Background: an optimization exercise with open tools, aiming at a short achievable clock period and few clock cycles. Do not read the settings as production practice.
At most, simulation tests tie the RTL to the original design; equivalence was not proved.
No functional check of the RTL was part of runs 1, 2, 5 and 6.
Power figures rest on the tool's default switching activity, not on a simulated workload.

[design.v]
`timescale 1ns / 1ps
module cpu_wrapper(
    clk, rst, carry_in,
    imem_addr, imem_data,
    dmem_addr, dmem_we, dmem_wdata, dmem_rdata,
    io_out, halted
    );
    input clk; input rst;
    input carry_in;
    output wire [7:0] imem_addr;
    input wire [7:0] imem_data;
    output wire [7:0] dmem_addr;
    output wire dmem_we;
    output wire [7:0] dmem_wdata;
    input wire [7:0] dmem_rdata;
    output wire [7:0] io_out;
    output wire halted;
    reg [7:0] alt_q;     
    reg [7:0] fa1_q;     
    reg       we_q;      
    reg       halt_q;    
    reg       dv_q;      
    reg       ir_v;      
    reg       hz_q;      
    reg [7:0] r0, r1, r2, r3;
    reg       z_q, c_q, n_q;
    reg [7:0] ret_q;
    reg [7:0] io_q;
    reg       pend_v;    
    reg       io_pend;   
    reg [7:0] ir_q;      
    reg [7:0] opa, opb;  
    reg [7:0] ma, mb;    
    reg [7:0] da_q, dw_q;  
    reg       pend_mul;  
    reg [1:0] pend_dst;
    reg [15:0] mul_s, mul_c;
    reg        mul_z;
    reg k_alu;     
    reg k_cwe;     
    reg k_mult, k_ld, k_wr, k_rd, k_jmp, k_jcc, k_call, k_ret, k_wrio, k_brk, k_two;
    reg k_and, k_or, k_xor, k_add, k_sub, k_shl, k_shr, k_neg;
    reg k_ca;      
    reg k_cs;      
    reg k_fl;      
    reg k_ror;     
    wire [7:0] b = imem_data;
    wire b_alu2  = ~b[7];
    wire b_mult  = (b[7:4] == 4'b0011);
    wire b_shift = (b[7:4] == 4'b1000);
    wire b_neg   = (b[7:4] == 4'b1001) & (b[1:0] == 2'b00);
    wire b_ld    = (b[7:4] == 4'b1001) & (b[1:0] == 2'b11);
    wire b_wr    = (b[7:4] == 4'b1010);
    wire b_rd    = (b[7:4] == 4'b1011);
    wire b_jmp   = (b[7:3] == 5'b11000);
    wire b_jcc   = (b[7:3] == 5'b11001);
    wire b_call  = (b[7:3] == 5'b11010);
    wire b_ret   = (b[7:3] == 5'b11011);
    wire b_wrio  = (b[7:4] == 4'b1110);
    wire b_brk   = (b == 8'hFF);
    wire b_rdrd  = b_alu2 | b_shift | b_neg | b_wr;         
    wire b_rdrr  = b_alu2 | b_wr | b_rd | b_wrio;           
    wire [1:0] fd = ir_q[3:2];
    wire exec  = ir_v & ~hz_q & ~k_brk;
    wire stall = ir_v & (hz_q | k_brk);
    wire [8:0] sa  = {1'b0, opa} + {1'b0, opb} + {8'b0, k_ca};
    wire [8:0] ss  = {1'b0, opa} + {1'b0, ~opb} + {8'b0, k_cs};
    wire       za  = ((opa ^ opb)  == {opa[6:0] | opb[6:0], k_ca});
    wire       zs  = ((opa ^ ~opb) == {opa[6:0] | ~opb[6:0], k_cs});
    wire [7:0] negv = ~opa + 8'd1;
    wire [7:0] shl  = {opa[6:0], k_fl};
    wire [7:0] shr  = {k_ror ? k_fl : opa[7], opa[7:1]};
    wire [7:0] alu_y = ({8{k_and}} & (opa & opb)) |
                       ({8{k_or }} & (opa | opb)) |
                       ({8{k_xor}} & (opa ^ opb)) |
                       ({8{k_add}} & sa[7:0]) |
                       ({8{k_sub}} & ss[7:0]) |
                       ({8{k_shl}} & shl) |
                       ({8{k_shr}} & shr) |
                       ({8{k_neg}} & negv);
    wire alu_z = (k_and & ((opa & opb) == 8'd0)) |
                 (k_or  & ((opa | opb) == 8'd0)) |
                 (k_xor & (opa == opb)) |
                 (k_add & za) |
                 (k_sub & zs) |
                 (k_shl & (shl == 8'd0)) |
                 (k_shr & (shr == 8'd0)) |
                 (k_neg & (opa == 8'd0));
    wire alu_c = (k_add & sa[8]) |
                 (k_sub & ~ss[8]) |
                 (k_shl & opa[7]) |
                 (k_shr & opa[0]) |
                 (k_neg & ~negv[7] & ~opa[7]);
    wire alu_we = exec & k_alu;
    wire [15:0] pp0 = mb[0] ? {8'b0, ma}       : 16'd0;
    wire [15:0] pp1 = mb[1] ? {7'b0, ma, 1'b0} : 16'd0;
    wire [15:0] pp2 = mb[2] ? {6'b0, ma, 2'b0} : 16'd0;
    wire [15:0] pp3 = mb[3] ? {5'b0, ma, 3'b0} : 16'd0;
    wire [15:0] pp4 = mb[4] ? {4'b0, ma, 4'b0} : 16'd0;
    wire [15:0] pp5 = mb[5] ? {3'b0, ma, 5'b0} : 16'd0;
    wire [15:0] pp6 = mb[6] ? {2'b0, ma, 6'b0} : 16'd0;
    wire [15:0] pp7 = mb[7] ? {1'b0, ma, 7'b0} : 16'd0;
    wire [15:0] s1a = pp0 ^ pp1 ^ pp2, c1a = ((pp0 & pp1) | (pp0 & pp2) | (pp1 & pp2)) << 1;
    wire [15:0] s1b = pp3 ^ pp4 ^ pp5, c1b = ((pp3 & pp4) | (pp3 & pp5) | (pp4 & pp5)) << 1;
    wire [15:0] s2a = s1a ^ c1a ^ s1b, c2a = ((s1a & c1a) | (s1a & s1b) | (c1a & s1b)) << 1;
    wire [15:0] s2b = c1b ^ pp6 ^ pp7, c2b = ((c1b & pp6) | (c1b & pp7) | (pp6 & pp7)) << 1;
    wire [15:0] s3  = s2a ^ c2a ^ s2b, c3  = ((s2a & c2a) | (s2a & s2b) | (c2a & s2b)) << 1;
    wire [15:0] s4  = s3 ^ c3 ^ c2b,   c4  = ((s3 & c3) | (s3 & c2b) | (c3 & c2b)) << 1;
    wire [15:0] prod = mul_s + mul_c;
    wire taken = exec & (k_jmp | k_call |
                 (k_jcc & ((z_q & ir_q[1]) | (c_q & ir_q[2]) | (n_q & ir_q[0]))));
    wire late_ret = exec & k_ret;
    wire accept = dv_q & ~stall & ~(exec & k_two) & ~late_ret;
    assign imem_addr  = alt_q;
    assign dmem_addr  = da_q;
    assign dmem_wdata = dw_q;
    assign dmem_we    = we_q;
    assign io_out     = io_q;
    assign halted     = halt_q;
    wire       ld_we    = exec & k_ld;
    wire [7:0] pend_val = pend_mul ? prod[7:0] : dmem_rdata;
    wire [3:0] wsel = {fd == 2'd3, fd == 2'd2, fd == 2'd1, fd == 2'd0};
    wire [3:0] psel = {4{pend_v}} & {pend_dst == 2'd3, pend_dst == 2'd2, pend_dst == 2'd1, pend_dst == 2'd0};
    wire [3:0] asel = {4{alu_we}} & wsel;
    wire [3:0] lsel = {4{ld_we}} & wsel;
    wire [7:0] r0_o = lsel[0] ? imem_data : psel[0] ? pend_val : r0;
    wire [7:0] r1_o = lsel[1] ? imem_data : psel[1] ? pend_val : r1;
    wire [7:0] r2_o = lsel[2] ? imem_data : psel[2] ? pend_val : r2;
    wire [7:0] r3_o = lsel[3] ? imem_data : psel[3] ? pend_val : r3;
    wire [7:0] r0_n = asel[0] ? alu_y : r0_o;
    wire [7:0] r1_n = asel[1] ? alu_y : r1_o;
    wire [7:0] r2_n = asel[2] ? alu_y : r2_o;
    wire [7:0] r3_n = asel[3] ? alu_y : r3_o;
    wire [7:0] nir = stall ? ir_q : imem_data;
    reg  [7:0] opa_o, opb_o;
    always @(*) begin
        case (nir[3:2])
            2'd0: opa_o = r0_o; 2'd1: opa_o = r1_o; 2'd2: opa_o = r2_o; default: opa_o = r3_o;
        endcase
        case (nir[1:0])
            2'd0: opb_o = r0_o; 2'd1: opb_o = r1_o; 2'd2: opb_o = r2_o; default: opb_o = r3_o;
        endcase
    end
    wire [7:0] opa_n = (alu_we & (fd == nir[3:2])) ? alu_y : opa_o;
    wire [7:0] opb_n = (alu_we & (fd == nir[1:0])) ? alu_y : opb_o;
    wire       pend_v_n = exec & (k_rd | k_mult);
    wire       hz_n  = ~stall & accept & pend_v_n &
                       ((b_rdrd & (b[3:2] == fd)) | (b_rdrr & (b[1:0] == fd)) | (k_mult & b_jcc));
    wire       ir_v_n  = stall ? ir_v : accept;
    wire       brk_n   = stall ? k_brk : b_brk;
    wire       ret_n   = stall ? k_ret : b_ret;
    wire       stall_n = ir_v_n & (hz_n | brk_n);
    wire       lret_n  = ir_v_n & ~hz_n & ~brk_n & ret_n;
    wire [7:0] ret_nq  = (exec & k_call) ? alt_q : ret_q;
    wire [7:0] alt_n   = taken ? imem_data : stall_n ? alt_q : lret_n ? ret_nq : fa1_q;
    wire       exec_n  = ir_v_n & ~hz_n & ~brk_n;
    wire       wr_n    = stall ? k_wr : b_wr;
    wire       mem_n   = stall ? (k_wr | k_rd | k_wrio) : (b_wr | b_rd | b_wrio);
    always @(posedge clk or posedge rst) begin
        if (rst) begin
            alt_q <= 8'h00; fa1_q <= 8'h01; we_q <= 1'b0; halt_q <= 1'b0; dv_q <= 1'b0;
            ir_v <= 1'b0; hz_q <= 1'b0;
            r0 <= 8'h00; r1 <= 8'h00; r2 <= 8'h00; r3 <= 8'h00;
            z_q <= 1'b0; c_q <= 1'b0; n_q <= 1'b0;
            ret_q <= 8'h00; io_q <= 8'h00;
            pend_v <= 1'b0; io_pend <= 1'b0;
        end else begin
            alt_q <= alt_n;
            fa1_q <= alt_n + 8'd1;
            dv_q  <= stall ? dv_q : ~taken;
            we_q  <= exec_n & wr_n;
            halt_q <= ir_v_n & brk_n & ~(exec & k_wrio);
            ir_v  <= ir_v_n;
            hz_q  <= hz_n;
            if (exec & k_call) ret_q <= alt_q;
            if (alu_we) begin z_q <= alu_z; n_q <= alu_y[7]; end
            else if (pend_v & pend_mul) z_q <= mul_z;
            if (alu_we & k_cwe) c_q <= alu_c;
            else if (pend_v & pend_mul) c_q <= prod[15];
            r0 <= r0_n; r1 <= r1_n; r2 <= r2_n; r3 <= r3_n;
            pend_v  <= pend_v_n;
            io_pend <= exec & k_wrio;
            if (io_pend) io_q <= dmem_rdata;
        end
    end
    always @(posedge clk) begin
        opa <= opa_n; opb <= opb_n;
        ma  <= opa_n; mb  <= opb_n;
        if (mem_n) begin da_q <= opb_n; dw_q <= opa_n; end
        pend_mul <= k_mult;
        pend_dst <= fd;
        mul_s <= s4; mul_c <= c4; mul_z <= (ma == 8'd0) | (mb == 8'd0);
        if (!stall) begin
            ir_q    <= imem_data;
            k_alu   <= (b_alu2 & ~b_mult) | b_shift | b_neg;
            k_cwe   <= (b_alu2 & (b[6:4] >= 3'd4)) | b_shift | b_neg;
            k_mult  <= b_mult;
            k_ld    <= b_ld;
            k_wr    <= b_wr;
            k_rd    <= b_rd;
            k_jmp   <= b_jmp;
            k_jcc   <= b_jcc;
            k_call  <= b_call;
            k_ret   <= b_ret;
            k_wrio  <= b_wrio;
            k_brk   <= b_brk;
            k_two   <= b_ld | b_jmp | b_jcc | b_call;
            k_and   <= b_alu2 & (b[6:4] == 3'd0);
            k_or    <= b_alu2 & (b[6:4] == 3'd1);
            k_xor   <= b_alu2 & (b[6:4] == 3'd2);
            k_add   <= b_alu2 & (b[6:5] == 2'b10);
            k_sub   <= b_alu2 & (b[6:5] == 2'b11);
            k_ca    <= b[4] & carry_in;
            k_cs    <= ~(b[4] & carry_in);
            k_shl   <= b_shift & ~b[0];
            k_shr   <= b_shift & b[0];
            k_neg   <= b_neg;
            k_fl    <= b[1] & carry_in;
            k_ror   <= b[1];
        end
    end
endmodule
[run.sh]
#!/bin/bash
# synth_recipe.tcl (not shown) runs the flow's synth.tcl, then flattens the netlist and writes it again
# the make line also repeats each setting of config.mk as NAME=value (left out here)
make -C /OpenROAD-flow-scripts/flow DESIGN_CONFIG=/design/flow/config.mk WORK_HOME=/design/flow/orfs CLKGATE_MAP_FILE= SYNTH_SCRIPT=/design/flow/synth_recipe.tcl finish
[config.mk]
export PLATFORM = sky130hd
export DESIGN_NAME = cpu_wrapper
export DESIGN_NICKNAME = cpu_wrapper
export VERILOG_FILES = /design/flow/design.v
export SDC_FILE = /design/flow/constraint.sdc
export NUM_CORES = 4
export LEC_CHECK = 0
export ABC_CLOCK_PERIOD_IN_PS = 2500
export CAP_MARGIN = 20
export CORE_MARGIN = 2
export CORE_UTILIZATION = 40
export SETUP_SLACK_MARGIN = 4.0
export SLEW_MARGIN = 20
[constraint.sdc]
create_clock -name core_clock -period 6.5 [get_ports {clk}]
set_input_delay 1.3000 -clock core_clock [delete_from_list [all_inputs] [get_ports {clk}]]
set_output_delay 1.3000 -clock core_clock [all_outputs]
set_load 0.01 [all_outputs]
==> out/metrics.yaml, run 1 <==
final_layout:
  multi_input_area_um2: 7000
  utilization_pct: 58.8
  nNetsFinal: 1389
  largest-register: "mul_s"
  top_regs: "mul_s: 15 flops, mul_c: 11 flops"
  fin_area_um2: 14800
  largest_register_ffs: 15
  area_growth_pct: 44.5
  diodes: 0
  drive_gt1_share_pct: 41.3
  regArea_um2: 4120
  nFillCells: 1986
floorplan:
  die_h_um: 164
  dieWidth_um: 164
  pin_count: 53
  row_count: 58
  core_um2: 25200
  die_area_um2: 26900
  start_util_pct: 40.7
clock_tree:
  clock-sinks: 165
  h-tree-depth: 4
  numCtsBuffers: 17
  cts_buffer_depth: 2
  clockRootBuffer: "clkbuf_16"
  tritoncts: "built"
  clkSlewWorstSetupHoldPaths_ns: 0.08
  worst_skew_pair.late_latency_ns: 0.45
timing:
  period_minus_slack_ns: 3.24
  drv_slew: 0
  tightest_slew_ns: 0.753
  hold_violations: 0
  fin_tns_setup_ns: 0
  hold_ws_ns: 0.490
  fmax_mhz: 309
  fin_crit_sh_pct: 49.8
  fin_skew_ns: 0.0134
  fin_ws_ns: 3.26
  setup_viol: 0
  rsz0062_at_grt: "yes"
  relSlewSlack_pct: 49.7
routing:
  drtAntennaViolNets: 0
  drc: 0
  drtIter0Drc: 816
  vias_per_cell: 5.75
  vias: 9278
  drt-total-wl_um: 35400
  drt-pass1-iter-count: 8
  wire_per_inst_um: 22.0
critical_path:
  cp_max_fo: 5
  arrival_ns: 3.61
  max_stage_delay_ns: 0.53
  critPathTopFamily: "compound AO/OA/AOI/OAI gates"
  crit_chain: "buf_12, or4_4, a211o_1, a31o_4, inv_6, o21ai_4, a31oi_4, o2111ai_4, buf_4, buf_4, buf_4, xnor2_1"
  cpMaxStageDelayCell: "or4_4"
  cp.required_ns: 6.87
  crit_type: "input port to flip-flop"
  worstSetupStartpointType: "input port"
  critical_path.startpoint: "imem_data[1]"
  timing.critical_path.buf_inv: 5
  regToRegStartpoint: "hz_q$_DFF_PP0_"
  crit_path_end_kind: "flip-flop"
  critical_path.most_common_cell: "buf_4"
global_routing:
  grt_use_total_pct: 26.3
  overflow: 0
  grt_pass1_vias: 9493
  grt_pass1_wl_um: 53200
  grt_max_degree: 45
  antenna_found_initial: 0
power_and_ir_drop:
  ir_worst_vdd_uv: 597
  netSwitchingPower_mw: 4.24
  p_sw_share_pct: 45.4
  pwr-share-seq_pct: 20.5
  clockPowerShare_pct: 11.4
  p_per_area_nw_per_um2: 631
  internal_power_mw: 5.10
  total_leakage_power_nw: 6.20
  comb_power_share_pct: 68.0
place:
  place_hpwl_um: 22600
  place_congestion: 0.940
  port_buffers: 52
  postPlaceCellArea_um2: 11400
  dp_slack_ns: 1.84
synthesis:
  synth_top_area_cell: "dfrtp_1"
  syn_area_um2: 10200
  synth_area_per_cell_um2: 9.54
  synth.top_cell.area_share_pct: 17.8
  ys_seq_area_share_pct: 39.6
  synthArstFlopShare_pct: 44.8
  yosysWarningCount: 1
  syn_nets: 1192
  synth_top_flop_cell: "dfrtp_1"
  synth_edf_count: 38
  syn-instance-count: 1074
  synth_area_leaders: "dfrtp_1 18%, edfxtp_1 11%, dfxtp_1 10%, fa_1 8.4%, ha_1 6.8%"
  ys_ff_latch: 165
  ys_types: 75
run_status:
  status: "finished clean"
run:
  maxCapViolations: 0
worst_hold_path:
  min-delay-start: "k_mult$_DFFE_PN_"
  hold_path.class: "flip-flop to flip-flop"
[power by group through the flow]
stage | sequential [mW] | clock (mW) | combinational [mW]
detailed placement | 1.95 | 0 | 4.30
global placement | 1.95 | 0 | 4.26
CTS | 1.91 | 1.08 | 5.64
floorplan | 1.80 | 0 | 3.20
finish | 1.92 | 1.07 | 6.35
global route | 1.95 | 1.13 | 6.90
[area by class of cell]
cell class                      count  area share [%]
Sequential cell                   165            27.8
Clock inverter                     14            1.24
Multi-Input combinational cell    764            47.3
Timing Repair inverter              2          0.0845
Tap cell                          330            2.79
Clock buffer                       18            2.97
Timing Repair Buffer              233            14.5
Inverter                           88            3.38
[metal layers]
layer  wire [um]  vias up  global-route usage, %
li1            -     4148                      -
met1       13700     4534                   31.7
met2       17400      470                   44.5
met3        2780      126                   6.46
met4        1520        0                   12.0
met5           0        -                      0
[cells by family (layout without fill, tap and decap cells)]
kind of cell             Yosys count  count (layout)  synth area share, %
XOR/XNOR                          41              41                 3.50
buffers and inverters            145             355                 5.40
multiplexers                      57              57                 5.80
adder cells (fa/ha/maj)           99              99                 15.2
AND/OR/NAND/NOR                  328             328                 14.3
flip-flops                       165             165                 39.6
AO/OA/AOI/OAI                    239             239                 16.2
[path summary, 6_finish.rpt]
path / endpoint / slack [ns] / cells past startpoint
max in group asynchronous: n_q$_DFFE_PP0P_ / 4.30 / 3
setup / recovery: fa1_q[3]$_DFF_PP0_ / 3.26 / 12
hold / removal: pend_mul$_DFF_P_ / 0.49 / 0
hold reg to reg: pend_mul$_DFF_P_ / 0.49 / 0
min in group asynchronous: io_q[6]$_DFFE_PP0P_ / 1.33 / 2
setup reg to reg: fa1_q[3]$_DFF_PP0_ / 3.64 / 10
[repair_timing]
action | CTS | global route
gates cloned | 2 | 2
hold buffers | 0 | 0
setup endpoints to repair | 167 | 149
setup buffers | 128 | 43
gates resized for setup | 323 | 126
pin swaps | 86 | 56
[cells in the final DEF, fill, tap and decap left out, drive strengths merged, types with 6 or more instances in the layout]
master | netlist | final
clkbuf | 47 | 22
nor4 | 6 | 6
fa | 43 | 43
ha | 56 | 56
mux2 | 19 | 19
o211ai | 11 | 11
a22oi | 6 | 6
nand2b | 7 | 7
inv | 78 | 81
a21oi | 58 | 58
dfxtp | 53 | 53
xnor2 | 29 | 29
nor3 | 21 | 21
nor2 | 119 | 119
o21ai | 47 | 47
nand3 | 22 | 22
and3 | 14 | 14
mux2i | 38 | 38
buf | 10 | 188
o21a | 9 | 9
xor2 | 12 | 12
clkinvlp | 0 | 6
nand2 | 108 | 108
a31oi | 12 | 12
a222oi | 6 | 6
edfxtp | 38 | 38
dlygate4sd2 | 0 | 36
a221oi | 8 | 8
nand4 | 8 | 8
clkinv | 10 | 16
dfrtp | 73 | 73
a211oi | 32 | 32
o21bai | 6 | 6
[Yosys cell counts, types with 10 or more instances]
master,count
a211oi_1,32
a21oi_1,57
a31oi_1,10
and3_1,14
clkbuf_1,47
clkinv_1,10
dfrtp_1,73
dfxtp_1,53
edfxtp_1,38
fa_1,43
ha_1,56
inv_1,74
mux2_2,19
mux2i_1,38
nand2_1,107
nand3_1,22
nor2_1,119
nor3_1,20
o211ai_1,11
o21ai_0,35
o21ai_1,12
xnor2_1,29
xor2_1,12
[stage by stage]
step           power [mW]  std cells
6_report             9.34       1614
5_1_grt              9.98       1614
4_1_cts              8.62       1569
3_5_place_dp         6.26       1407
3_3_place_gp         6.21       1407
2_1_floorplan        5.00       1074
==> run 2: changes to the inputs <==
--- a/config.mk
+++ b/config.mk
@@ -6,8 +6,8 @@
 export NUM_CORES = 4
 export LEC_CHECK = 0
-export ABC_CLOCK_PERIOD_IN_PS = 2500
+export ABC_CLOCK_PERIOD_IN_PS = 2000
 export CAP_MARGIN = 20
 export CORE_MARGIN = 2
 export CORE_UTILIZATION = 40
-export SETUP_SLACK_MARGIN = 4.0
+export SETUP_SLACK_MARGIN = 4.4
 export SLEW_MARGIN = 20
==> run 2 against run 1 <==
Synthesized cell count unchanged. Worst hold slack got worse by 0.0090 ns. Maximum frequency increased by 2.1%. Clock power decreased by 4%. Cell count increased by 4.3%. Utilization increased by 4.8 points. Worst setup slack improved by 0.067 ns. Combinational power increased by 11%. Global-route usage increased by 3.1 points. Clock skew decreased by 0.0011 ns. Largest cell class unchanged. Highest routed layer unchanged. First-iteration DRC count increased by 40%.
==> out/metrics.yaml, run 2 <==
run_status:
  status: "finished clean"
synthesis:
  synth_area_leaders: "dfrtp_1 18%, edfxtp_1 11%, dfxtp_1 10%, fa_1 8.4%, ha_1 6.8%"
  synth.top_cell.area_share_pct: 17.8
  ys_types: 75
  ys_seq_area_share_pct: 39.6
  synth_top_area_cell: "dfrtp_1"
  ys_top_cells_by_count: "119 x nor2_1, 107 x nand2_1, 74 x inv_1"
  yosysMostFrequentCell: "nor2_1"
  syn_area_um2: 10200
  synth_top_flop_cell: "dfrtp_1"
  synth_area_per_cell_um2: 9.54
  yosysWarningCount: 1
  synthArstFlopShare_pct: 44.8
  synth_edf_count: 38
  ys_ff_latch: 165
  syn_nets: 1192
  syn-instance-count: 1074
clock_tree:
  cts_hold_buf: 0
  clock-sinks: 165
  worst_skew_pair.late_latency_ns: 0.44
  h-tree-depth: 4
  numCtsBuffers: 17
  cts_buffer_depth: 2
  tritoncts: "built"
  clkSlewWorstSetupHoldPaths_ns: 0.08
  clockRootBuffer: "clkbuf_16"
floorplan:
  pin_count: 53
  die_area_um2: 26900
  start_util_pct: 40.7
  core_um2: 25200
  die_h_um: 164
  row_count: 58
  dieWidth_um: 164
critical_path:
  crit_type: "input port to flip-flop"
  critical_path.startpoint: "imem_data[4]"
  worstSetupStartpointType: "input port"
  arrival_ns: 3.50
  cp.required_ns: 6.83
  reg2reg_depth: 12
  cp_max_fo: 15
  crit_path_end_kind: "flip-flop"
  regToRegStartpoint: "mb[0]$_DFF_P_"
timing:
  fin_tns_setup_ns: 0
  fin_skew_ns: 0.0122
  setup_viol: 0
  relSlewSlack_pct: 52.3
  fin_ws_ns: 3.33
  hold_violations: 0
  period_minus_slack_ns: 3.17
  rsz0062_at_grt: "yes"
  fmax_mhz: 316
  drv_slew: 0
  fin_crit_sh_pct: 48.7
  tightest_slew_ns: 0.711
final_layout:
  final_common_cell: "buf_4"
  nNetsFinal: 1459
  largest_register_ffs: 15
  utilization_pct: 63.6
  area_growth_pct: 56.2
  largest-register: "mul_s"
  top_regs: "mul_s: 15 flops, mul_c: 11 flops"
  final_cells: 1684
  diodes: 0
  layout_common_cells: "151 x buf_4, 95 x nand2_1, 80 x nor2_1"
  drive_gt1_share_pct: 50.6
place:
  place_congestion: 0.927
  port_buffers: 52
  numPlacedInstances: 1407
  place_hpwl_um: 23400
  dp_slack_ns: 1.81
routing:
  vias_per_cell: 5.81
  drc: 0
  wl_met2_um: 18100
  wl_met1_um: 15700
  drtIter0Drc: 1145
  vias: 9787
  wl_met3_um: 3970
  wire_per_inst_um: 23.5
  drt-total-wl_um: 39500
  drtAntennaViolNets: 0
  drt-pass1-iter-count: 8
  routed.top_layer: "met4"
power_and_ir_drop:
  p_per_area_nw_per_um2: 625
  total_leakage_power_nw: 6.61
  ir_worst_vdd_uv: 644
global_routing:
  grt_use_total_pct: 29.5
  overflow: 0
  grt_max_degree: 35
  antenna_found_initial: 0
  grt_pass1_wl_um: 58700
  grt_pass1_vias: 9859
run:
  maxCapViolations: 0
worst_hold_path:
  hold_depth: 2
  min-delay-start: "n_q$_DFFE_PP0P_"
  hold_path.class: "flip-flop to flip-flop"
run 2: layout make-up:
class / instances / area (um^2)
clock buffer: 17 / 425
clock inverter: 15 / 155
fill: 1854 / 9180
inverter: 88 / 508
multi-input combinational: 764 / 7490
sequential: 165 / 4120
tap: 330 / 413
timing repair buffer: 302 / 2870
timing repair inverter: 3 / 17.5
run 2: critical path, cell delays in order:
cell and delay [ns]:
buf_8 0.16, nand3_1 0.11, or4_4 0.54, a21oi_4 0.28, buf_6 0.15, mux2i_1 0.07
o21ai_1 0.27, o21a_1 0.22, ha_4 0.17, nand4_1 0.09, xnor2_1 0.14
run 2: routing by layer:
metal	vias up	track usage (%)
met1	4816	38.0
li1	4306	-
met3	121	8.28
met5	-	0
met2	544	46.0
met4	0	13.3
run 2: worst paths after layout:
check / endpoint / slack [ns]
hold / removal: n_q$_DFFE_PP0P_ / 0.48
setup / recovery: fa1_q[6]$_DFF_PP0_ / 3.33
max in group asynchronous: z_q$_DFFE_PP0P_ / 4.57
hold reg to reg: n_q$_DFFE_PP0P_ / 0.48
setup reg to reg: dw_q[4]$_DFFE_PP_ / 3.66
min in group asynchronous: r3[4]$_DFF_PP0_ / 1.53
run 2: kinds of logic (layout without fill, tap and decap cells):
family                   count (synthesis)  count (layout)  share of synthesized area (%)
buffers and inverters                  145             425                           5.40
AO/OA/AOI/OAI                          239             239                           16.2
adder cells (fa/ha/maj)                 99              99                           15.2
flip-flops                             165             165                           39.6
AND/OR/NAND/NOR                        328             328                           14.3
multiplexers                            57              57                           5.80
XOR/XNOR                                41              41                           3.50
run 2: repair_timing:
item,in CTS,in global routing
resized for setup,522,123
setup endpoints to repair,220,160
pin swaps,96,73
gates cloned,6,0
setup buffers,183,56
run 2: power breakdown:
part           internal (mW)  switching [mW]
Clock                  0.516           0.510
Sequential              1.58           0.374
Combinational           3.38            3.64
Total                   5.48            4.52
run 2: metrics by stage:
| stage | total power [mW] | cell area (um^2) | hold WS [ns] |
|---|---|---|---|
| 3_5_place_dp | 6.55 | 11600 | 0.461 |
| 4_1_cts | 9.18 | 14900 | 0.475 |
| 3_3_place_gp | 6.49 | 11600 | 0.464 |
| 6_report | 10.0 | 16000 | 0.481 |
| 5_1_grt | 10.7 | 16000 | 0.505 |
| 2_1_floorplan | 5.22 | 11100 | 0.326 |
==> run 3: changes to the inputs <==
--- a/design.v
+++ b/design.v
@@ -17,5 +17,4 @@
     output wire halted;
     reg [7:0] alt_q;     
-    reg [7:0] fa1_q;     
     reg       we_q;      
     reg       halt_q;    
@@ -31,6 +30,7 @@
     reg [7:0] ir_q;      
     reg [7:0] opa, opb;  
-    reg [7:0] ma, mb;    
-    reg [7:0] da_q, dw_q;  
+    reg [7:0] ma_n, mb_n;  
+    reg [7:0] da_n, dw_n;  
+    wire [7:0] ma = ~ma_n, mb = ~mb_n;
     reg       pend_mul;  
     reg [1:0] pend_dst;
@@ -62,4 +62,18 @@
     wire b_rdrr  = b_alu2 | b_wr | b_rd | b_wrio;           
     wire [1:0] fd = ir_q[3:2];
+    wire [7:0] nir;
+    wire n_alu2  = ~nir[7];
+    wire n_mult  = (nir[7:4] == 4'b0011);
+    wire n_shift = (nir[7:4] == 4'b1000);
+    wire n_neg   = (nir[7:4] == 4'b1001) & (nir[1:0] == 2'b00);
+    wire n_ld    = (nir[7:4] == 4'b1001) & (nir[1:0] == 2'b11);
+    wire n_wr    = (nir[7:4] == 4'b1010);
+    wire n_rd    = (nir[7:4] == 4'b1011);
+    wire n_jmp   = (nir[7:3] == 5'b11000);
+    wire n_jcc   = (nir[7:3] == 5'b11001);
+    wire n_call  = (nir[7:3] == 5'b11010);
+    wire n_ret   = (nir[7:3] == 5'b11011);
+    wire n_wrio  = (nir[7:4] == 4'b1110);
+    wire n_brk   = (nir == 8'hFF);
     wire exec  = ir_v & ~hz_q & ~k_brk;
     wire stall = ir_v & (hz_q | k_brk);
@@ -68,15 +82,15 @@
     wire       za  = ((opa ^ opb)  == {opa[6:0] | opb[6:0], k_ca});
     wire       zs  = ((opa ^ ~opb) == {opa[6:0] | ~opb[6:0], k_cs});
-    wire [7:0] negv = ~opa + 8'd1;
+    wire [7:0] lo_or = {|opa[6:0], |opa[5:0], |opa[4:0], |opa[3:0], |opa[2:0], |opa[1:0], opa[0], 1'b0};
+    wire [7:0] negv = opa ^ lo_or;
     wire [7:0] shl  = {opa[6:0], k_fl};
     wire [7:0] shr  = {k_ror ? k_fl : opa[7], opa[7:1]};
-    wire [7:0] alu_y = ({8{k_and}} & (opa & opb)) |
+    wire [7:0] alu_o = ({8{k_and}} & (opa & opb)) |
                        ({8{k_or }} & (opa | opb)) |
                        ({8{k_xor}} & (opa ^ opb)) |
-                       ({8{k_add}} & sa[7:0]) |
-                       ({8{k_sub}} & ss[7:0]) |
                        ({8{k_shl}} & shl) |
                        ({8{k_shr}} & shr) |
                        ({8{k_neg}} & negv);
+    wire [7:0] alu_y = k_add ? sa[7:0] : k_sub ? ss[7:0] : alu_o;
     wire alu_z = (k_and & ((opa & opb) == 8'd0)) |
                  (k_or  & ((opa | opb) == 8'd0)) |
@@ -113,6 +127,6 @@
     wire accept = dv_q & ~stall & ~(exec & k_two) & ~late_ret;
     assign imem_addr  = alt_q;
-    assign dmem_addr  = da_q;
-    assign dmem_wdata = dw_q;
+    assign dmem_addr  = ~da_n;
+    assign dmem_wdata = ~dw_n;
     assign dmem_we    = we_q;
     assign io_out     = io_q;
@@ -132,5 +146,5 @@
     wire [7:0] r2_n = asel[2] ? alu_y : r2_o;
     wire [7:0] r3_n = asel[3] ? alu_y : r3_o;
-    wire [7:0] nir = stall ? ir_q : imem_data;
+    assign nir = stall ? ir_q : imem_data;
     reg  [7:0] opa_o, opb_o;
     always @(*) begin
@@ -145,6 +159,6 @@
     wire [7:0] opb_n = (alu_we & (fd == nir[1:0])) ? alu_y : opb_o;
     wire       pend_v_n = exec & (k_rd | k_mult);
-    wire       hz_n  = ~stall & accept & pend_v_n &
-                       ((b_rdrd & (b[3:2] == fd)) | (b_rdrr & (b[1:0] == fd)) | (k_mult & b_jcc));
+    wire [3:0] pd    = {4{pend_v_n}} & wsel;       
+    wire       hz_n  = accept & ((b_rdrd & pd[b[3:2]]) | (b_rdrr & pd[b[1:0]]) | (exec & k_mult & b_jcc));
     wire       ir_v_n  = stall ? ir_v : accept;
     wire       brk_n   = stall ? k_brk : b_brk;
@@ -153,11 +167,12 @@
     wire       lret_n  = ir_v_n & ~hz_n & ~brk_n & ret_n;
     wire [7:0] ret_nq  = (exec & k_call) ? alt_q : ret_q;
-    wire [7:0] alt_n   = taken ? imem_data : stall_n ? alt_q : lret_n ? ret_nq : fa1_q;
+    wire       hold_n  = (stall & k_brk) | (accept & (hz_n | b_brk));
+    wire       sret_n  = accept & b_ret;
+    wire [7:0] alt_n   = taken ? imem_data : hold_n ? alt_q : sret_n ? ret_nq : alt_q + 8'd1;
     wire       exec_n  = ir_v_n & ~hz_n & ~brk_n;
     wire       wr_n    = stall ? k_wr : b_wr;
-    wire       mem_n   = stall ? (k_wr | k_rd | k_wrio) : (b_wr | b_rd | b_wrio);
     always @(posedge clk or posedge rst) begin
         if (rst) begin
-            alt_q <= 8'h00; fa1_q <= 8'h01; we_q <= 1'b0; halt_q <= 1'b0; dv_q <= 1'b0;
+            alt_q <= 8'h00; we_q <= 1'b0; halt_q <= 1'b0; dv_q <= 1'b0;
             ir_v <= 1'b0; hz_q <= 1'b0;
             r0 <= 8'h00; r1 <= 8'h00; r2 <= 8'h00; r3 <= 8'h00;
@@ -167,5 +182,4 @@
         end else begin
             alt_q <= alt_n;
-            fa1_q <= alt_n + 8'd1;
             dv_q  <= stall ? dv_q : ~taken;
             we_q  <= exec_n & wr_n;
@@ -186,37 +200,35 @@
     always @(posedge clk) begin
         opa <= opa_n; opb <= opb_n;
-        ma  <= opa_n; mb  <= opb_n;
-        if (mem_n) begin da_q <= opb_n; dw_q <= opa_n; end
+        ma_n <= ~opa_n; mb_n <= ~opb_n;
+        da_n <= ~opb_n; dw_n <= ~opa_n;
         pend_mul <= k_mult;
         pend_dst <= fd;
         mul_s <= s4; mul_c <= c4; mul_z <= (ma == 8'd0) | (mb == 8'd0);
-        if (!stall) begin
-            ir_q    <= imem_data;
-            k_alu   <= (b_alu2 & ~b_mult) | b_shift | b_neg;
-            k_cwe   <= (b_alu2 & (b[6:4] >= 3'd4)) | b_shift | b_neg;
-            k_mult  <= b_mult;
-            k_ld    <= b_ld;
-            k_wr    <= b_wr;
-            k_rd    <= b_rd;
-            k_jmp   <= b_jmp;
-            k_jcc   <= b_jcc;
-            k_call  <= b_call;
-            k_ret   <= b_ret;
-            k_wrio  <= b_wrio;
-            k_brk   <= b_brk;
-            k_two   <= b_ld | b_jmp | b_jcc | b_call;
-            k_and   <= b_alu2 & (b[6:4] == 3'd0);
-            k_or    <= b_alu2 & (b[6:4] == 3'd1);
-            k_xor   <= b_alu2 & (b[6:4] == 3'd2);
-            k_add   <= b_alu2 & (b[6:5] == 2'b10);
-            k_sub   <= b_alu2 & (b[6:5] == 2'b11);
-            k_ca    <= b[4] & carry_in;
-            k_cs    <= ~(b[4] & carry_in);
-            k_shl   <= b_shift & ~b[0];
-            k_shr   <= b_shift & b[0];
-            k_neg   <= b_neg;
-            k_fl    <= b[1] & carry_in;
-            k_ror   <= b[1];
-        end
+        ir_q    <= nir;
+        k_alu   <= (n_alu2 & ~n_mult) | n_shift | n_neg;
+        k_cwe   <= (n_alu2 & (nir[6:4] >= 3'd4)) | n_shift | n_neg;
+        k_mult  <= n_mult;
+        k_ld    <= n_ld;
+        k_wr    <= n_wr;
+        k_rd    <= n_rd;
+        k_jmp   <= n_jmp;
+        k_jcc   <= n_jcc;
+        k_call  <= n_call;
+        k_ret   <= n_ret;
+        k_wrio  <= n_wrio;
+        k_brk   <= n_brk;
+        k_two   <= n_ld | n_jmp | n_jcc | n_call;
+        k_and   <= n_alu2 & (nir[6:4] == 3'd0);
+        k_or    <= n_alu2 & (nir[6:4] == 3'd1);
+        k_xor   <= n_alu2 & (nir[6:4] == 3'd2);
+        k_add   <= n_alu2 & (nir[6:5] == 2'b10);
+        k_sub   <= n_alu2 & (nir[6:5] == 2'b11);
+        k_ca    <= nir[4] & carry_in;
+        k_cs    <= ~(nir[4] & carry_in);
+        k_shl   <= n_shift & ~nir[0];
+        k_shr   <= n_shift & nir[0];
+        k_neg   <= n_neg;
+        k_fl    <= nir[1] & carry_in;
+        k_ror   <= nir[1];
     end
 endmodule
--- a/config.mk
+++ b/config.mk
@@ -6,8 +6,8 @@
 export NUM_CORES = 4
 export LEC_CHECK = 0
-export ABC_CLOCK_PERIOD_IN_PS = 2000
+export ABC_CLOCK_PERIOD_IN_PS = 2200
 export CAP_MARGIN = 20
 export CORE_MARGIN = 2
 export CORE_UTILIZATION = 40
-export SETUP_SLACK_MARGIN = 4.4
+export SETUP_SLACK_MARGIN = 4.2
 export SLEW_MARGIN = 20
==> run 3 against run 2 <==
Still clean. Clock power is essentially flat. Non-clock buffer count fell by 103. Utilization decreased by 6.1 points. Sequential power down 14%. Design area decreased by 9.6%. Synthesized area grew 0.21%. Cell count fell by 3.6%. Routed wire length down 11%. First-iteration DRC count down 33%. Via count decreased by 2.7%. Critical path type is now flip-flop to flip-flop.
==> out/metrics.yaml, run 3 <==
run_status:
  status: "finished clean"
timing:
  drv_slew: 0
  setup_viol: 0
  period_minus_slack_ns: 2.65
  tightest_slew_ns: 0.746
  fin_tns_setup_ns: 0
  relSlewSlack_pct: 49.9
  fmax_mhz: 377
  fin_crit_sh_pct: 40.8
  fin_skew_ns: 0.0150
  rsz0062_at_grt: "yes"
  hold_violations: 0
final_layout:
  utilization_pct: 57.5
  top_regs: "mul_s: 15 flops, mul_c: 11 flops"
  regArea_um2: 3630
  largest_register_ffs: 15
  multi_input_area_um2: 7540
  drive_gt1_share_pct: 41.1
  largest-register: "mul_s"
  fin_area_um2: 14500
  nNetsFinal: 1401
  diodes: 0
  area_growth_pct: 40.9
  nFillCells: 2080
  final_common_cell: "buf_4"
  layout_common_cells: "106 x buf_4, 99 x nand2_1, 94 x nor2_1"
critical_path:
  cp.required_ns: 6.88
  cp_max_fo: 4
  crit_type: "flip-flop to flip-flop"
  arrival_ns: 3.03
  worstSetupStartpointType: "flip-flop"
  crit_path_end_kind: "flip-flop"
global_routing:
  grt_use_total_pct: 25.6
  grt_max_degree: 67
  grt_pass1_wl_um: 52800
  grt_pass1_vias: 9366
  overflow: 0
  antenna_found_initial: 0
synthesis:
  syn_nets: 1245
  synth_top_flop_cell: "dfxtp_1"
  syn_area_um2: 10300
  ys_types: 75
  synth_edf_count: 0
  synthArstFlopShare_pct: 41.3
  ys_seq_area_share_pct: 34.4
  synth_area_leaders: "dfxtp_1 18%, dfrtp_1 16%, fa_1 8.4%, ha_1 7.1%, mux2i_1 5.5%"
  yosysMostFrequentCell: "nand2_1"
  ys_ff_latch: 160
  yosysWarningCount: 1
  synth.top_cell.area_share_pct: 18.3
  ys_top_cells_by_count: "122 x nand2_1, 105 x nor2_1, 94 x dfxtp_1"
  synth_top_area_cell: "dfxtp_1"
  syn-instance-count: 1125
  synth_area_per_cell_um2: 9.13
clock_tree:
  clkSlewWorstSetupHoldPaths_ns: 0.07
  worst_skew_pair.late_latency_ns: 0.44
  h-tree-depth: 4
  cts_hold_buf: 0
  clock-sinks: 160
  tritoncts: "built"
  cts_buffer_depth: 2
  clockRootBuffer: "clkbuf_16"
  numCtsBuffers: 17
power_and_ir_drop:
  p_per_area_nw_per_um2: 504
  power_mw: 7.29
  ir_worst_vdd_uv: 223
  total_leakage_power_nw: 6.14
worst_hold_path:
  hold_path.class: "flip-flop to flip-flop"
place:
  place_hpwl_um: 22600
  port_buffers: 52
  place_congestion: 0.892
  postPlaceCellArea_um2: 11400
routing:
  drt-pass1-iter-count: 5
  drtAntennaViolNets: 0
  drt-total-wl_um: 35000
  drc: 0
  vias: 9521
  vias_per_cell: 5.86
  drtIter0Drc: 767
  wire_per_inst_um: 21.5
floorplan:
  pin_count: 53
  core_um2: 25200
  die_area_um2: 27000
  dieWidth_um: 164
  row_count: 58
  start_util_pct: 40.8
  die_h_um: 164
run:
  maxCapViolations: 0
[run 3: changes by cell type in the layout (fill, tap and decap cells not counted), sizes merged, moves of 15 or more]
| cell | before | now |
|---|---|---|
| a21oi | 58 | 42 |
| buf | 296 | 191 |
| a211oi | 32 | 12 |
| xnor2 | 29 | 14 |
| edfxtp | 38 | 0 |
| dfxtp | 53 | 94 |
| mux2i | 38 | 56 |
[run 3: kinds of logic (layout without fill, tap and decap cells)]
family	after synthesis	in the layout	share of synthesized area, %
compound gates	232	233	16.1
xor+xnor	33	33	2.89
fa+ha+maj	101	101	15.4
buf+inv	155	321	5.93
flops	160	160	34.4
mux	87	87	8.86
simple gates	357	359	16.4
[run 3: layer usage]
| layer | vias up | part of all wire [%] | GRT usage [%] |
|---|---|---|---|
| met1 | 4721 | 43 | 35.1 |
| met4 | 0 | 3.8 | 10.5 |
| met2 | 421 | 47 | 40.9 |
| met3 | 92 | 6.2 | 3.43 |
| met5 | - | 0 | 0 |
| li1 | 4287 | - | - |
[run 3: worst paths after layout]
| check | start | slack (ns) | depth (start not counted) | to |
|---|---|---|---|---|
| max | dw_n[2]$_DFF_P_ | 3.85 | 7 | mul_s[7]$_DFF_P_ |
| min | k_mult$_DFF_P_ | 0.39 | 0 | pend_mul$_DFF_P_ |
| max reg2reg | dw_n[2]$_DFF_P_ | 3.85 | 7 | mul_s[7]$_DFF_P_ |
| min reg2reg | k_mult$_DFF_P_ | 0.39 | 0 | pend_mul$_DFF_P_ |
| max in group asynchronous | rst | 4.59 | 3 | hz_q$_DFF_PP0_ |
| min in group asynchronous | rst | 1.39 | 3 | r2[1]$_DFF_PP0_ |
[run 3: through the flow]
| step | instances | setup slack, ns | hold slack, ns |
|---|---|---|---|
| after CTS | 1588 | 3.82 | 0.387 |
| after detailed placement | 1448 | 2.24 | 0.374 |
| final | 1624 | 3.85 | 0.387 |
| after floorplan | 1125 | 3.81 | 0.326 |
| after global placement | 1448 | 2.28 | 0.370 |
| after global routing | 1624 | 3.77 | 0.405 |
[run 3: final cells by class]
type                       instances  share of cell area, %
multi-input combinational        813                   52.1
clock inverter                    12                   1.02
inverter                          89                   2.93
timing repair buffer             199                   12.7
tap                              330                   2.85
clock buffer                      20                   3.22
timing repair inverter             1                 0.0519
sequential                       160                   25.1
[run 3: worst max-delay path, stage by stage (launching register included)]
cell and delay, ns:
dfxtp_4 0.37, inv_6 0.08, nand2_4 0.05, fa_1 0.56, fa_2 0.45, fa_1 0.51
inv_2 0.05, fa_2 0.53
[run 3: what timing repair did]
action | CTS | global route
pin swaps | 72 | 70
cloned | 3 | 2
buffers inserted | 105 | 34
setup endpoints to repair | 157 | 111
gates resized for setup | 442 | 121
[run 3: where the power goes]
group | internal [mW] | switching, mW | leakage (nW)
Clock | 0.607 | 0.441 | 0.301
Sequential | 1.40 | 0.283 | 1.59
Combinational | 2.18 | 2.38 | 4.25
Testbench counts of run 3, summed over its fixed seeds: cycles 21,532.
==> run 4: changes to the inputs <==
==> flow/run.sh (new file) <==
#!/bin/bash
# The standard layout (the standard.sh), with one change: synthesis leaves
# adders as plain gates for abc instead of mapping them onto the library's
# full/half adder cells (ADDER_MAP_FILE empty), which gives faster carry logic.
# Registers are the standard synthesis's: the adder step never touches them.
set -euo pipefail
bash standard.sh ADDER_MAP_FILE= finish > standard_finish.log 2>&1
==> standard.sh (new file) <==
#!/bin/bash
# synth_recipe.tcl (not shown) runs the flow's synth.tcl, then flattens the netlist and writes it again
# the make line also repeats each setting of config.mk as NAME=value (left out here)
make -C /OpenROAD-flow-scripts/flow DESIGN_CONFIG=/design/flow/config.mk WORK_HOME=/design/flow/orfs CLKGATE_MAP_FILE= SYNTH_SCRIPT=/design/flow/synth_recipe.tcl "${@:-finish}"
removed: run.sh
==> run 4 against run 3 <==
Still clean on timing, DRC and antenna. First-iteration DRC count up 42%. Non-clock buffer count fell by 16. Power is 5.3% higher. Maximum frequency is 8.4% higher. Register-to-register slack better by 0.27 ns. Utilization decreased by 3.6 points. Global-route usage decreased by 0.79 points. Synthesized cell count increased by 19%. Via count up 14%. Design area is essentially flat. Critical path type is now input port to flip-flop.
==> out/metrics.yaml, run 4 <==
run_status:
  status: "finished clean"
timing:
  period_minus_slack_ns: 2.45
  relSlewSlack_pct: 40.9
  fin_tns_setup_ns: 0
  fmax_mhz: 409
  drv_slew: 0
  rsz0062_at_grt: "yes"
  fin_crit_sh_pct: 37.6
  hold_violations: 0
  setup_viol: 0
  tightest_slew_ns: 0.887
  fin_skew_ns: 0.0134
floorplan:
  pin_count: 53
  die_area_um2: 28700
  dieWidth_um: 169
  start_util_pct: 40.7
  row_count: 60
  die_h_um: 169
  core_um2: 26900
critical_path:
  regToRegStartpoint: "hz_q$_DFF_PP0_"
  critPathTopFamily: "compound AO/OA/AOI/OAI gates"
  worstSetupStartpointType: "input port"
  worstReg2RegEnd: "dw_n[3]$_DFF_P_"
  arrival_ns: 2.82
  crit_chain: "buf_12, xnor2_2, nand2_2, o32ai_2, o21ai_1, a21o_2, clkinvlp_4, o31a_1, a21oi_1"
  timing.critical_path.buf_inv: 2
  crit_type: "input port to flip-flop"
  cpMaxStageDelayCell: "o31a_1"
  rrSetupSlack_ns: 4.12
  max_stage_delay_ns: 0.33
  reg2reg_depth: 9
  cp_max_fo: 6
  crit_path_end_kind: "flip-flop"
  cp.required_ns: 6.87
final_layout:
  drive_gt1_share_pct: 34.8
  largest_register_ffs: 15
  top_regs: "mul_s: 15 flops, mul_c: 11 flops"
  area_growth_pct: 32.4
  final_common_cell: "nor2_1"
  largest-register: "mul_s"
  nFillCells: 2437
  layout_common_cells: "134 x nor2_1, 127 x nand2_1, 102 x buf_4"
  diodes: 0
  nNetsFinal: 1468
  final_cells: 1803
  utilization_pct: 53.9
  fin_area_um2: 14500
power_and_ir_drop:
  power_mw: 7.67
  netSwitchingPower_mw: 3.43
  p_sw_share_pct: 44.7
  internal_power_mw: 4.24
  p_per_area_nw_per_um2: 530
  total_leakage_power_nw: 5.79
  pwr-share-seq_pct: 23.7
  ir_worst_vdd_uv: 494
  comb_power_share_pct: 63.4
  clockPowerShare_pct: 12.9
synthesis:
  synth_top_area_cell: "dfxtp_1"
  syn-instance-count: 1339
  ys_top_cells_by_count: "150 x nor2_1, 135 x nand2_1, 94 x dfxtp_1"
  synthArstFlopShare_pct: 41.3
  synth_edf_count: 0
  synth_top_flop_cell: "dfxtp_1"
  ys_types: 89
  syn_nets: 1358
  yosysWarningCount: 1
  syn_area_um2: 10900
  yosysMostFrequentCell: "nor2_1"
  synth.top_cell.area_share_pct: 17.2
  synth_area_per_cell_um2: 8.17
  synth_area_leaders: "dfxtp_1 17%, dfrtp_1 15%, xnor2_1 5.8%, nor2_1 5.1%, mux2_2 4.6%"
  ys_ff_latch: 160
  ys_seq_area_share_pct: 32.3
routing:
  drtAntennaViolNets: 0
  drt-pass1-iter-count: 5
  wire_per_inst_um: 20.6
  drtIter0Drc: 1091
  vias: 10900
  drt-total-wl_um: 37100
  vias_per_cell: 6.02
  drc: 0
worst_hold_path:
  min-delay-start: "k_mult$_DFF_P_"
  holdPathEnd: "pend_mul$_DFF_P_"
  hold_depth: 0
  hold_path.class: "flip-flop to flip-flop"
clock_tree:
  clock-sinks: 160
  h-tree-depth: 4
  tritoncts: "built"
  worst_skew_pair.late_latency_ns: 0.44
  numCtsBuffers: 17
  clockRootBuffer: "clkbuf_16"
  clkSlewWorstSetupHoldPaths_ns: 0.07
  cts_buffer_depth: 2
global_routing:
  grt_pass1_vias: 9974
  overflow: 0
  met2_usage_pct: 41.5
  grt_util_met1_pct: 32.7
  met3_usage_pct: 4.29
  grt_max_degree: 67
  grt_use_total_pct: 24.8
  busiest_layer: "met2"
  grt_pass1_wl_um: 55800
  antenna_found_initial: 0
run:
  maxCapViolations: 0
place:
  place_hpwl_um: 23300
  postPlaceCellArea_um2: 11600
  port_buffers: 52
  place_congestion: 0.912
  numPlacedInstances: 1641
run 4: cell count changes after synthesis, moves of 14 or more:
| cell | delta |
|---|---|
| nor2_1 | +45 |
| fa_1 | -43 |
| ha_1 | -58 |
| clkbuf_1 | +15 |
| maj3_1 | +26 |
| nand3_1 | +18 |
| xor2_1 | +16 |
| a21oi_1 | +24 |
| xnor2_1 | +60 |
| o21ai_0 | +36 |
| inv_1 | -33 |
| mux2_2 | +14 |
run 4: power groups by stage:
stage          Sequential (mW)  Clock (mW)  Combinational [mW]
4_1_cts                   1.78        1.00                4.25
3_5_place_dp              1.93           0                3.55
6_report                  1.81       0.994                4.87
5_1_grt                   1.85        1.05                5.24
2_1_floorplan             1.55           0                3.07
3_3_place_gp              1.92           0                3.49
run 4: cell families (layout without fill, tap and decap cells):
family          after synthesis  in the layout  synth area share [%]
xor+xnor                    113            113                  9.64
buf+inv                     152            273                  5.65
mux                          95             95                  9.44
simple gates                456            457                  19.4
flops                       160            160                  32.3
compound gates              335            336                  20.9
fa+ha+maj                    28             28                  2.59
run 4: cell type report:
| type | count | area (um^2) | area share, % |
|---|---|---|---|
| tap | 341 | 427 | 2.95 |
| sequential | 160 | 3650 | 25.2 |
| timing repair inverter | 3 | 20.0 | 0.138 |
| inverter | 55 | 231 | 1.60 |
| timing repair buffer | 183 | 1650 | 11.4 |
| clock buffer | 18 | 429 | 2.97 |
| clock inverter | 14 | 143 | 0.985 |
| multi-input combinational | 1029 | 7920 | 54.7 |
run 4: worst max path at each step:
stage / from / end / slack (ns) / cells past startpoint
final: imem_data[3] / alt_q[1]$_DFFE_PP0P_ / 4.05 / 9
after global routing: imem_data[1] / alt_q[1]$_DFFE_PP0P_ / 4.01 / 9
after CTS: opa[1]$_DFF_P_ / da_n[7]$_DFF_P_ / 4.12 / 9
after detailed placement: imem_data[0] / k_alu$_DFF_P_ / 2.32 / 5
after global placement: imem_data[0] / k_cwe$_DFF_P_ / 2.39 / 5
after floorplan: imem_data[0] / alt_q[4]$_DFFE_PP0P_ / 3.72 / 9
run 4: what timing repair did:
action,4_1_cts,5_1_grt
resized for setup,462,139
hold buffers,0,0
gates cloned,3,4
setup endpoints to repair,153,104
setup buffers,79,44
pin swaps,56,76
run 4: metrics by stage:
stage	worst slack [ns]	hold slack, ns
detailed placement	2.32	0.382
global placement	2.39	0.382
floorplan	3.72	0.329
global route	4.01	0.400
CTS	4.12	0.396
finish	4.05	0.391
run 4: per-layer routing:
layer,up-vias,routed length [um]
li1,5021,-
met1,5240,15600
met2,501,17700
met3,88,2610
met4,0,1110
met5,-,0
==> run 5: changes to the inputs <==
--- a/design.v
+++ b/design.v
@@ -167,5 +167,5 @@
     wire       lret_n  = ir_v_n & ~hz_n & ~brk_n & ret_n;
     wire [7:0] ret_nq  = (exec & k_call) ? alt_q : ret_q;
-    wire       hold_n  = (stall & k_brk) | (accept & (hz_n | b_brk));
+    wire       hold_n  = accept & hz_n;
     wire       sret_n  = accept & b_ret;
     wire [7:0] alt_n   = taken ? imem_data : hold_n ? alt_q : sret_n ? ret_nq : alt_q + 8'd1;
==> run 5 against run 4 <==
Synthesized cell count down 4.4%. Power up 0.82%. Worst hold slack better by 0.0050 ns. Clock skew up 0.0015 ns. Register-to-register slack worse by 0.12 ns. Clock power about the same. Critical path depth up 1. Worst setup slack worse by 0.054 ns. Sequential cell count unchanged. Critical endpoint is now r2[7]$_DFF_PP0_. Largest power group unchanged.
==> out/metrics.yaml, run 5 <==
routing:
  vias_per_cell: 5.76
  wire_per_inst_um: 19.3
  vias: 10100
  drc: 0
  drtIter0Drc: 865
  drt-total-wl_um: 33800
  drt-pass1-iter-count: 5
  drtAntennaViolNets: 0
place:
  place_hpwl_um: 21600
  place_congestion: 0.935
  port_buffers: 52
  dp_slack_ns: 2.69
  numPlacedInstances: 1590
synthesis:
  syn_nets: 1299
  synth_top_area_cell: "dfxtp_1"
  synth_edf_count: 0
  ys_types: 79
  synth_top_flop_cell: "dfxtp_1"
  synth_area_leaders: "dfxtp_1 18%, dfrtp_1 16%, xnor2_1 6.8%, nor2_1 6.7%, nand2_1 5.0%"
  synth_area_per_cell_um2: 8.02
  syn_area_um2: 10300
  yosysWarningCount: 1
  synthArstFlopShare_pct: 41.3
  ys_top_cells_by_count: "183 x nor2_1, 136 x nand2_1, 94 x dfxtp_1"
  yosysMostFrequentCell: "nor2_1"
  ys_ff_latch: 160
  ys_seq_area_share_pct: 34.4
  synth.top_cell.area_share_pct: 18.3
  syn-instance-count: 1280
run:
  maxCapViolations: 0
critical_path:
  worstSetupStartpointType: "flip-flop"
  arrival_ns: 2.78
  critPathTopFamily: "compound AO/OA/AOI/OAI gates"
  timing.critical_path.buf_inv: 2
  max_stage_delay_ns: 0.41
  crit_chain: "o21bai_4, a31oi_4, a221oi_2, nor2_2, maj3_2, a2111o_1, a211oi_4, buf_4, buf_12, mux2i_1"
  cp.required_ns: 6.79
  crit_type: "flip-flop to flip-flop"
  crit_path_end_kind: "flip-flop"
  cp_max_fo: 5
  cpMaxStageDelayCell: "a2111o_1"
floorplan:
  dieWidth_um: 164
  die_area_um2: 27000
  pin_count: 53
  core_um2: 25200
  start_util_pct: 40.8
  die_h_um: 164
  row_count: 58
final_layout:
  area_growth_pct: 35.2
  largest-register: "mul_s"
  diodes: 0
  utilization_pct: 55.1
  drive_gt1_share_pct: 35.7
  final_cells: 1757
  multi_input_area_um2: 7390
  largest_register_ffs: 15
  nFillCells: 2243
  top_regs: "mul_s: 15 flops, mul_c: 11 flops"
  final_common_cell: "nor2_1"
  layout_common_cells: "166 x nor2_1, 130 x nand2_1, 120 x buf_4"
  nNetsFinal: 1433
  regArea_um2: 3640
timing:
  setup_viol: 0
  fin_skew_ns: 0.0149
  fin_ws_ns: 4.00
  fin_tns_setup_ns: 0
  tightest_slew_ns: 0.725
  fin_crit_sh_pct: 38.5
  relSlewSlack_pct: 51.6
  drv_slew: 0
  fmax_mhz: 400
  rsz0062_at_grt: "yes"
  period_minus_slack_ns: 2.50
  hold_violations: 0
global_routing:
  grt_max_degree: 67
  grt_pass1_wl_um: 52600
  antenna_found_initial: 0
  overflow: 0
  grt_pass1_vias: 9596
  grt_use_total_pct: 25.0
worst_hold_path:
  hold_path.class: "flip-flop to flip-flop"
clock_tree:
  clkSlewWorstSetupHoldPaths_ns: 0.06
  worst_skew_pair.late_latency_ns: 0.43
  tritoncts: "built"
  clockRootBuffer: "clkbuf_16"
  cts_buffer_depth: 2
  clock-sinks: 160
  h-tree-depth: 4
  cts_hold_buf: 0
  numCtsBuffers: 17
power_and_ir_drop:
  total_leakage_power_nw: 5.55
  p_per_area_nw_per_um2: 557
  ir_worst_vdd_uv: 297
  power_mw: 7.74
run_status:
  status: "finished clean"
run 5: cell type report:
class / instances / share of cell area, %
clock buffers: 19 / 3.12
clock inverters: 13 / 0.974
repair inverters: 1 / 0.0361
well taps: 330 / 2.97
flip-flops and latches: 160 / 26.2
multi-input cells: 994 / 53.2
inverters: 45 / 1.38
repair buffers: 195 / 12.1
run 5: stage by stage:
| step | cell area (um^2) | hold slack (ns) |
|---|---|---|
| finish | 13900 | 0.396 |
| global route | 13900 | 0.400 |
| CTS | 13100 | 0.393 |
| detailed placement | 11000 | 0.382 |
| global placement | 11000 | 0.392 |
| floorplan | 10500 | 0.326 |
run 5: final timing paths:
kind	from	end	slack, ns	depth (start not counted)
max in group asynchronous	rst	ir_v$_DFF_PP0_	4.63	3
setup / recovery	opb[0]$_DFF_P_	r2[7]$_DFF_PP0_	4.00	10
hold / removal	k_mult$_DFF_P_	pend_mul$_DFF_P_	0.40	0
hold reg to reg	k_mult$_DFF_P_	pend_mul$_DFF_P_	0.40	0
setup reg to reg	opb[0]$_DFF_P_	r2[7]$_DFF_PP0_	4.00	10
min in group asynchronous	rst	ret_q[2]$_DFF_PP0_	1.41	3
run 5: cells by family after synthesis:
group	share of synthesized area (%)
AO/OA/AOI/OAI	21.8
buffers and inverters	4.89
adder cells (fa/ha/maj)	2.47
AND/OR/NAND/NOR	19.0
flip-flops	34.4
multiplexers	7.18
XOR/XNOR	10.2
run 5: what timing repair did:
item | CTS | global route
resized for setup | 445 | 140
pin swaps | 60 | 45
buffers inserted | 102 | 28
setup endpoints to repair | 151 | 103
cloned | 5 | 0
run 5: per-layer routing:
| layer | part of all wire (%) | vias up | GRT usage (%) |
|---|---|---|---|
| met5 | 0 | - | 0 |
| met1 | 45 | 4900 | 33.8 |
| met2 | 45 | 368 | 38.2 |
| met4 | 3.3 | 0 | 10.0 |
| li1 | - | 4778 | - |
| met3 | 6.5 | 69 | 6.26 |
run 5: report_power, final:
group / total, mW / switching, mW / internal (mW)
clock network: 0.993 / 0.427 / 0.567
logic: 4.97 / 2.63 / 2.33
registers: 1.78 / 0.361 / 1.42
total: 7.74 / 3.42 / 4.32
==> run 6: changes to the inputs <==
--- a/config.mk
+++ b/config.mk
@@ -9,5 +9,5 @@
 export CAP_MARGIN = 20
 export CORE_MARGIN = 2
-export CORE_UTILIZATION = 40
+export CORE_UTILIZATION = 55
 export SETUP_SLACK_MARGIN = 4.2
 export SLEW_MARGIN = 20
==> run 6 against run 5 <==
Die area is 27% lower. Count of clock-buffer cells in the layout is 1 higher. Maximum frequency is 4.9% lower. Critical endpoint is now alt_q[0]$_DFFE_PP0P_. Largest power group unchanged.
==> out/metrics.yaml, run 6 <==
run_status:
  status: "finished clean"
synthesis:
  synth.top_cell.area_share_pct: 18.3
  synth_area_leaders: "dfxtp_1 18%, dfrtp_1 16%, xnor2_1 6.8%, nor2_1 6.7%, nand2_1 5.0%"
  syn_area_um2: 10300
  yosysMostFrequentCell: "nor2_1"
  syn_nets: 1299
  synth_top_area_cell: "dfxtp_1"
  synth_top_flop_cell: "dfxtp_1"
  synth_area_per_cell_um2: 8.02
  synthArstFlopShare_pct: 41.3
  yosysWarningCount: 1
  ys_top_cells_by_count: "183 x nor2_1, 136 x nand2_1, 94 x dfxtp_1"
  ys_ff_latch: 160
  synth_edf_count: 0
  ys_types: 79
  ys_seq_area_share_pct: 34.4
  syn-instance-count: 1280
timing:
  fin_crit_sh_pct: 40.4
  setup_viol: 0
  tightest_slew_ns: 0.779
  rsz0062_at_grt: "yes"
  hold_violations: 0
  fin_skew_ns: 0.0107
  fmax_mhz: 380
  relSlewSlack_pct: 48.0
  hold_ws_ns: 0.392
  period_minus_slack_ns: 2.63
  fin_tns_setup_ns: 0
  drv_slew: 0
global_routing:
  grt_pass1_wl_um: 51600
  overflow: 0
  grt_pass1_vias: 9540
  grt_use_total_pct: 32.9
  grt_max_degree: 67
  antenna_found_initial: 0
worst_hold_path:
  hold_path.class: "flip-flop to flip-flop"
routing:
  drt-pass1-iter-count: 6
  wire_per_inst_um: 20.3
  drtAntennaViolNets: 0
  drt-total-wl_um: 33600
  vias_per_cell: 6.19
  vias: 10200
  drc: 0
  drtIter0Drc: 1044
power_and_ir_drop:
  ir_worst_vdd_uv: 405
  p_per_area_nw_per_um2: 564
  total_leakage_power_nw: 5.64
clock_tree:
  numCtsBuffers: 17
  cts_hold_buf: 0
  clockRootBuffer: "clkbuf_16"
  clkSlewWorstSetupHoldPaths_ns: 0.07
  cts_buffer_depth: 2
  clock-sinks: 160
  tritoncts: "built"
  h-tree-depth: 4
  worst_skew_pair.late_latency_ns: 0.43
final_layout:
  diodes: 0
  area_growth_pct: 35.6
  drive_gt1_share_pct: 36.5
  top_regs: "mul_s: 15 flops, mul_c: 11 flops"
  layout_common_cells: "167 x nor2_1, 132 x nand2_1, 111 x buf_4"
  nFillCells: 1304
  largest-register: "mul_s"
  largest_register_ffs: 15
  final_common_cell: "nor2_1"
  nNetsFinal: 1432
critical_path:
  cp_max_fo: 4
  crit_path_end_kind: "flip-flop"
  worstSetupStartpointType: "input port"
  arrival_ns: 2.96
  cp.required_ns: 6.83
  crit_type: "input port to flip-flop"
floorplan:
  die_area_um2: 19800
  start_util_pct: 56.6
  core_um2: 18100
  die_h_um: 141
  pin_count: 53
  dieWidth_um: 141
  row_count: 49
place:
  place_congestion: 0.953
  place_hpwl_um: 20500
  port_buffers: 52
run:
  maxCapViolations: 0
## run 6: cell counts after synthesis
Identical to the previous run, type by type.
## run 6: power breakdown
group	total, mW	internal (mW)	switching, mW
Combinational	5.07	2.38	2.69
Sequential	1.78	1.41	0.367
Clock	0.999	0.552	0.446
## run 6: stage by stage
stage / utilization (%) / instances / total power, mW / area, um^2 / setup slack, ns
4_1_cts: 71.4 / 1621 / 7.22 / 13000 / 4.00
3_3_place_gp: 60.1 / 1487 / 5.44 / 10900 / 2.77
6_report: 76.7 / 1655 / 7.85 / 13900 / 3.87
2_1_floorplan: - / 1280 / 4.64 / 10500 / 3.70
5_1_grt: 76.7 / 1655 / 8.35 / 13900 / 3.80
3_5_place_dp: 60.1 / 1487 / 5.48 / 10900 / 2.70
## run 6: final timing paths
kind / from / to / slack [ns] / depth (start not counted)
worst max-delay path: imem_data[0] / alt_q[0]$_DFFE_PP0P_ / 3.87 / 10
worst min-delay path: k_mult$_DFF_P_ / pend_mul$_DFF_P_ / 0.39 / 0
max in group asynchronous: rst / ir_v$_DFF_PP0_ / 4.62 / 3
worst min register to register: k_mult$_DFF_P_ / pend_mul$_DFF_P_ / 0.39 / 0
worst max register to register: opb[0]$_DFF_P_ / r2[7]$_DFF_PP0_ / 4.03 / 10
min in group asynchronous: rst / io_q[2]$_DFFE_PP0P_ / 1.40 / 3
## run 6: repair_timing
item                                    CTS  global route
gates cloned                              4             1
pin swaps                                55            50
resized for setup                       446           152
buffers inserted                         98            33
endpoints found under the setup margin  150           103
## run 6: cell type report
class	instances	area [um^2]	area share (%)
Multi-Input combinational cell	994	7490	53.8
Inverter	45	196	1.41
Sequential cell	160	3630	26.1
Clock buffer	20	489	3.51
Clock inverter	12	96.3	0.692
Tap cell	229	287	2.06
Timing Repair inverter	1	5.00	0.0360
Timing Repair Buffer	194	1720	12.3
## run 6: cell families after synthesis
group,Yosys count,share of synthesized area (%)
multiplexers,69,7.18
flip-flops,160,34.4
AO/OA/AOI/OAI,338,21.8
XOR/XNOR,118,10.2
buffers and inverters,127,4.89
AND/OR/NAND/NOR,443,19.0
adder cells (fa/ha/maj),25,2.47
## run 6: layer usage
layer / GRT usage [%] / part of all wire (%)
met1: 45.9 / 44
met3: 7.24 / 7.6
met4: 11.0 / 3.1
met5: 0 / 0
met2: 51.0 / 46
## run 6: critical path: stages
cell       delay (ns)
buf_12           0.10
o31a_1           0.30
o21ai_1          0.16
o2bb2ai_1        0.14
nand2_1          0.11
a21oi_4          0.28
buf_6            0.16
mux2i_1          0.18
o21ai_1          0.09
o21a_1           0.14

[static timing again, ports no longer ideal]
How much do the figures lean on ideal ports? The routed layouts below were timed once more, with nothing changed but the port constraints. Step 1: set_driving_cell puts a clkbuf_16 on clk and a buf_2 on each other input, an assumption about the parent block. Step 2 adds t to the input delays and takes it off the output delays; t is the mean of the earliest and latest rising clock arrival at the registers after step 1. Input paths then give back, and output paths get back, about the clock's delay inside the block. a / b / c = no drivers / after step 1 / after step 2; a / b = the first two.
run	shift t [ns]	setup WS [ns]	cell pins on the clock port's net
run 1	0.486	3.265 / 3.265 / 2.778	1
run 2	0.479	3.332 / 3.326 / 2.846	1
run 3	0.480	3.849 / 3.849 / 3.627	1
run 4	0.484	4.055 / 4.056 / 3.572	1
run 5	0.474	4.000 / 4.000 / 3.596	1
run 6	0.471	3.871 / 3.869 / 3.398	1
After both steps every run listed still meets setup and hold. The setup slack of run 1, which loses most, moves by 0.000 ns with the drivers and by -0.487 ns with both steps.
